Background: an optimization exercise with open tools, aiming at small area. Do not read the settings as production practice. In this exercise RTL edits were held to simulation tests only and were not proved equivalent to the original. The flow treats the clock pin as an ideal source. Dropping or thinning the clock tree relies on that and would not hold on a real chip. Power figures rest on the tool's default switching activity, not on a simulated workload.

==> run M: inputs <==
==> flow/design.v (excerpt) <==
module EF_PWM32_apb (
	output	wire 		pwmA,
	output	wire 		pwmB,
	input	wire 		PCLK,
	input	wire 		PRESETn,
	input	wire [31:0]	PADDR,
	input	wire 		PWRITE,
	input	wire 		PSEL,
	input	wire 		PENABLE,
	input	wire [31:0]	PWDATA,
	output	wire [31:0]	PRDATA,
	output	wire 		PREADY
);
	reg	[31:0]	CMPA_REG;
	reg	[31:0]	CMPB_REG;
	reg	[31:0]	TOP_REG;
	reg	[3:0]	CLKDIV_REG;
	reg	[5:0]	CONTROL_REG;
	reg	[11:0]	GENA_REG;
	reg	[11:0]	GENB_REG;
	wire	[31:0]	cntr_value;
	wire		addr_ok	= ~|PADDR[15:5] & ~|PADDR[1:0];
	wire	[7:0]	sel	= {8{addr_ok}} & (8'b1 << PADDR[4:2]);
	wire		apb_we	= PSEL & PENABLE & PWRITE;
	wire	[7:0]	we	= {8{apb_we}} & sel;
	EF_PWM32 inst_to_wrap (
		.clk(PCLK),
		.rst_n(PRESETn),
		.pwmA(pwmA),
		.pwmB(pwmB),
		.cmpA(CMPA_REG),
		.cmpB(CMPB_REG),
		.top(TOP_REG),
		.clkdiv(CLKDIV_REG),
		.cntr_mode(CONTROL_REG[5]),
		.enA(CONTROL_REG[1]),
		.enB(CONTROL_REG[2]),
		.en(CONTROL_REG[0]),
		.invA(CONTROL_REG[3]),
		.invB(CONTROL_REG[4]),
		.genA(GENA_REG),
		.genB(GENB_REG),
		.cntr_we(we[7]),
		.cntr_wdata(PWDATA),
		.cntr_value(cntr_value)
	);
	always @(posedge PCLK or negedge PRESETn) if(~PRESETn) CMPA_REG <= 0; else if(we[0]) CMPA_REG <= PWDATA;
	always @(posedge PCLK or negedge PRESETn) if(~PRESETn) CMPB_REG <= 0; else if(we[1]) CMPB_REG <= PWDATA;
	always @(posedge PCLK or negedge PRESETn) if(~PRESETn) TOP_REG <= 0; else if(we[2]) TOP_REG <= PWDATA;
	always @(posedge PCLK or negedge PRESETn) if(~PRESETn) CLKDIV_REG <= 0; else if(we[3]) CLKDIV_REG <= PWDATA[3:0];
	always @(posedge PCLK or negedge PRESETn) if(~PRESETn) CONTROL_REG <= 0; else if(we[4]) CONTROL_REG <= PWDATA[5:0];
  ...
==> flow/config.mk <==
export PLATFORM = sky130hd
export DESIGN_NAME = EF_PWM32_apb
export DESIGN_NICKNAME = EF_PWM32_apb
export VERILOG_FILES = /design/flow/design.v
export SDC_FILE = /design/flow/constraint.sdc
export NUM_CORES = 4
export LEC_CHECK = 0
export ABC_AREA = 1
export CAP_MARGIN = 20
export CORE_MARGIN = 2
export CORE_UTILIZATION = 40
export SLEW_MARGIN = 20
==> flow/constraint.sdc <==
create_clock -name core_clock -period 10.0 [get_ports {PCLK}]
set_input_delay 2.0000 -clock core_clock [delete_from_list [all_inputs] [get_ports {PCLK}]]
set_output_delay 2.0000 -clock core_clock [all_outputs]
set_load 0.01 [all_outputs]
standard.sh (not shown) runs the stock make flow with config.mk's settings and CLKGATE_MAP_FILE= SYNTH_SCRIPT=/design/flow/synth_recipe.tcl, a recipe that flattens the netlist after the stock synthesis.
==> flow/flow/run.sh <==
#!/bin/bash
# Standard ORFS layout with three changes to how it is made:
#  - an area-oriented ABC script for the combinational logic (registers are
#    mapped by the standard synthesis unchanged),
#  - port buffers of the smallest buffer cell,
#  - clock tree without dummy loads, built from small clock buffers.
set -euo pipefail
W=$PWD
rm -rf "$W/scripts_copy"
cp -r "$FLOW_HOME/scripts" "$W/scripts_copy"
cp "$W/flow/abc_area.script" "$W/scripts_copy/abc_area.script"
export SCRIPTS_DIR="$W/scripts_copy"
export BUFFER_PORTS_ARGS="-buffer_cell sky130_fd_sc_hd__buf_1"
export CTS_ARGS="-sink_clustering_enable -repair_clock_nets -dont_use_dummy_load -buf_list {sky130_fd_sc_hd__clkbuf_2 sky130_fd_sc_hd__clkbuf_4 sky130_fd_sc_hd__clkbuf_8}"
bash standard.sh > "$W/flow.log" 2>&1
==> flow/flow/abc_area.script <==
strash
dch
map -a
mfs2
strash
dch
map -a
mfs2
strash
dch
map -a
topo
==> run Y: changes against run M <==
==> flow/flow/abc_area.script (replaced) <==
strash
dch
map -a
mfs2
strash
dch
map -a
mfs2
strash
dch
map -a
mfs2
strash
dch
amap
topo
Settings changed: CORE_UTILIZATION 40 to 50.
==> qor summary <==
| metric | run M | run Y |
|---|---|---|
| Status | complete, no violations | complete, no violations |
| Vias after detailed routing | 8692 | 9525 |
| Sequential element share of the synthesized area | 47.4% | 48.1% |
| Initial standard-cell utilization of the core | 40.9% | 51.1% |
| Stages on worst setup path | 11 | 33 |
| Slowest Stage Delay on Critical Path | 0.69 ns | 0.73 ns |
| Compound-gate portion of the synthesized area | 25.8% | 32.1% |
| Portion of synthesized cell area occupied by the leading cell type | 47.4% | 48.1% |
| Routed wire length on met3 | 2520 um | 4490 um |
| Largest net degree at the start of global routing | 69 | 74 |
| Sequential-cell power consumption | 0.687 mW | 0.731 mW |
| Fill cell total of the finished layout | 2236 | 1622 |
| Relative contribution of the clock network to total power | 34.6% | 31.2% |
| Most numerous cell in the Yosys netlist | sky130_fd_sc_hd__nand2_1 | sky130_fd_sc_hd__o22ai_1 |
| Cell class ranked first by area | multi-input combinational cells | registers |
| Adder-cell share of the synthesized area | 0.139% | 0.142% |
| Signal buffers share of area | 4.24% | 4.84% |
| Initial drt markers | 838 | 1349 |
| Power Clock | 0.383 mW | 0.385 mW |
| Share of the clock period used by the worst path after layout | 70.7% | 80.1% |

==> inputs of v26 <==
Starting RTL as in the previous note.
// EF_PWM32_apb
module EF_PWM32_apb (
	output	wire 		pwmA,
	output	wire 		pwmB,
	input	wire 		PCLK,
	input	wire 		PRESETn,
	input	wire [31:0]	PADDR,
	input	wire 		PWRITE,
	input	wire 		PSEL,
	input	wire 		PENABLE,
	input	wire [31:0]	PWDATA,
	output	wire [31:0]	PRDATA,
	output	wire 		PREADY
);
clock: 10.0 ns
lec_check: 0
abc_area: 1
cap_margin: 20
core_margin: 2
core_utilization: 60
place_density: 0.7
slew_margin: 20
==> flow/flow/run.sh <==
#!/bin/bash
# Standard ORFS layout with these changes to how it is made:
#  - an area-oriented ABC script for the combinational logic (registers are
#    mapped by the standard synthesis unchanged),
#  - port buffers of the smallest buffer cell,
#  - a two-level clock tree built by flow/mycts.tcl (one root buffer, a grid
#    of equal-size register groups each driven by one leaf buffer) in place
#    of TritonCTS; the rest of the CTS step (legalisation, repair) is kept.
set -euo pipefail
W=$PWD
rm -rf "$W/scripts_copy"
cp -r "$FLOW_HOME/scripts" "$W/scripts_copy"
cp "$W/flow/abc_area.script" "$W/scripts_copy/abc_area.script"
sed -i 's|^log_cmd clock_tree_synthesis {\*}$cts_args|source $::env(MYCTS_TCL)|' "$W/scripts_copy/cts.tcl"
grep -q 'MYCTS_TCL' "$W/scripts_copy/cts.tcl"
export SCRIPTS_DIR="$W/scripts_copy"
export BUFFER_PORTS_ARGS="-buffer_cell sky130_fd_sc_hd__buf_1"
export MYCTS_TCL="$W/flow/mycts.tcl"
export MYCTS_CLK=PCLK
export MYCTS_ROWS=6
export MYCTS_COLS=4
export MYCTS_LEAF=sky130_fd_sc_hd__clkbuf_4
export MYCTS_ROOT=sky130_fd_sc_hd__clkbuf_8
bash standard.sh > "$W/flow.log" 2>&1
==> flow/flow/abc_area.script <==
strash
dch
map -a
mfs2
strash
dch
map -a
mfs2
strash
dch
map -a
mfs2
strash
dch
map -a
mfs2
strash
dch
map -a
mfs2
strash
dch
amap
topo
==> flow/flow/mycts.tcl <==
# Two-level clock tree built by hand: the clock port drives one root buffer,
# which drives MYCTS_ROWS x MYCTS_COLS leaf buffers; each leaf drives a
# compact, equal-size group of the registers (grid partition by location).
proc mycts_build {} {
  set rows $::env(MYCTS_ROWS)
  set cols $::env(MYCTS_COLS)
  set leaf_cell $::env(MYCTS_LEAF)
  set root_cell $::env(MYCTS_ROOT)
  set db [ord::get_db]
  set block [ord::get_db_block]
  set clk [$block findNet $::env(MYCTS_CLK)]
  set sinks {}
  foreach it [$clk getITerms] {
    set inst [$it getInst]
    set loc [$inst getLocation]
    lappend sinks [list $it [lindex $loc 0] [lindex $loc 1]]
  }
  set n [llength $sinks]
  puts "mycts: $n sinks, $rows x $cols leaves of $leaf_cell, root $root_cell"
  set lm [$db findMaster $leaf_cell]
  set rm [$db findMaster $root_cell]
  # root buffer and net
  set rootnet [odb::dbNet_create $block clknet_root]
  $rootnet setSigType CLOCK
  set root [odb::dbInst_create $block $rm clkbuf_root]
  # split by y into rows, then each row by x
  set byy [lsort -integer -index 2 $sinks]
  set k 0
  set lx {}; set ly {}
  for {set r 0} {$r < $rows} {incr r} {
    set a [expr {($r * $n) / $rows}]
    set b [expr {(($r + 1) * $n) / $rows - 1}]
    set row [lsort -integer -index 1 [lrange $byy $a $b]]
    set m [llength $row]
    for {set c 0} {$c < $cols} {incr c} {
      set a2 [expr {($c * $m) / $cols}]
      set b2 [expr {(($c + 1) * $m) / $cols - 1}]
      set grp [lrange $row $a2 $b2]
      if {[llength $grp] == 0} continue
      set sx 0; set sy 0
      foreach s $grp { incr sx [lindex $s 1]; incr sy [lindex $s 2] }
      set cx [expr {$sx / [llength $grp]}]
      set cy [expr {$sy / [llength $grp]}]
      set net [odb::dbNet_create $block clknet_leaf_$k]
      $net setSigType CLOCK
      set buf [odb::dbInst_create $block $lm clkbuf_leaf_$k]
      $buf setLocation $cx $cy
      $buf setPlacementStatus PLACED
      [$buf findITerm A] connect $rootnet
      [$buf findITerm X] connect $net
      foreach s $grp {
        set it [lindex $s 0]
        $it disconnect
        $it connect $net
      }
      lappend lx $cx; lappend ly $cy
      incr k
    }
  }
  set sx 0; set sy 0
  foreach x $lx { incr sx $x }
  foreach y $ly { incr sy $y }
  $root setLocation [expr {$sx / $k}] [expr {$sy / $k}]
  $root setPlacementStatus PLACED
  [$root findITerm A] connect $clk
  [$root findITerm X] connect $rootnet
  puts "mycts: built $k leaf buffers"
}
mycts_build
set_propagated_clock [all_clocks]
==> v5 (differences from v26) <==
==> flow/run.sh (new file) <==
#!/bin/bash
# synth_recipe.tcl (not shown) runs the flow's synth.tcl, then flattens the netlist and writes it again
# the make line also repeats each setting of config.mk as NAME=value (left out here)
make -C /OpenROAD-flow-scripts/flow DESIGN_CONFIG=/design/flow/config.mk WORK_HOME=/design/flow/orfs CLKGATE_MAP_FILE= SYNTH_SCRIPT=/design/flow/synth_recipe.tcl finish
CORE_UTILIZATION = 40   (was 60)
PLACE_DENSITY = default   (was 0.7)
removed: flow/flow/run.sh
removed: flow/flow/abc_area.script
removed: flow/flow/mycts.tcl
removed: flow/standard.sh
==> notes <==
Sequential power: v5 is lower than v26 (5.9%). Between v26 and v5, the lower sequential share of layout area is in v5 (gap 6.9 points). In v5 the worst hold slack is lower than in v26, by 0.018 ns. In v26 the wire length is higher than in v5, by 13%.
In v26 the design's own scripts or RTL, not TritonCTS, make the clock network.

what the ideal ports hide:
No port has a modelled driver above. Below, the same layouts with a new extraction and two added sets of constraints. Step 1 (the two cells are an assumption about what drives the block):
set clk [get_ports {PCLK}]
set_driving_cell -lib_cell sky130_fd_sc_hd__clkbuf_16 $clk
set_driving_cell -lib_cell sky130_fd_sc_hd__buf_2 [delete_from_list [all_inputs] $clk]
Step 2 times the ports against the registers' clock, not the clock port: input delays grow and output delays shrink by t, the midpoint of the rising clock arrivals with the driver on. a / b / c = no drivers / after step 1 / after step 2; a / b = the first two.
run	t (ns)	setup slack, ns	latest minus earliest clock arrival (ns)	worst slew at a driven data input, ns	cell pins on the clock port's net
run M	0.504	2.935 / 2.909 / 2.909	0.055 / 0.055	0.03	1
run Y	0.500	1.986 / 1.986 / 1.986	0.039 / 0.039	0.03	1
v26	0.592	1.763 / 1.739 / 1.739	0.021 / 0.022	0.03	1
v5	0.483	2.393 / 2.366 / 2.366	0.013 / 0.013	0.04	1
After both steps setup and hold are still met in every run listed. The setup slack of v5, which loses most, moves by -0.027 ns with the drivers and by -0.027 ns with both steps.
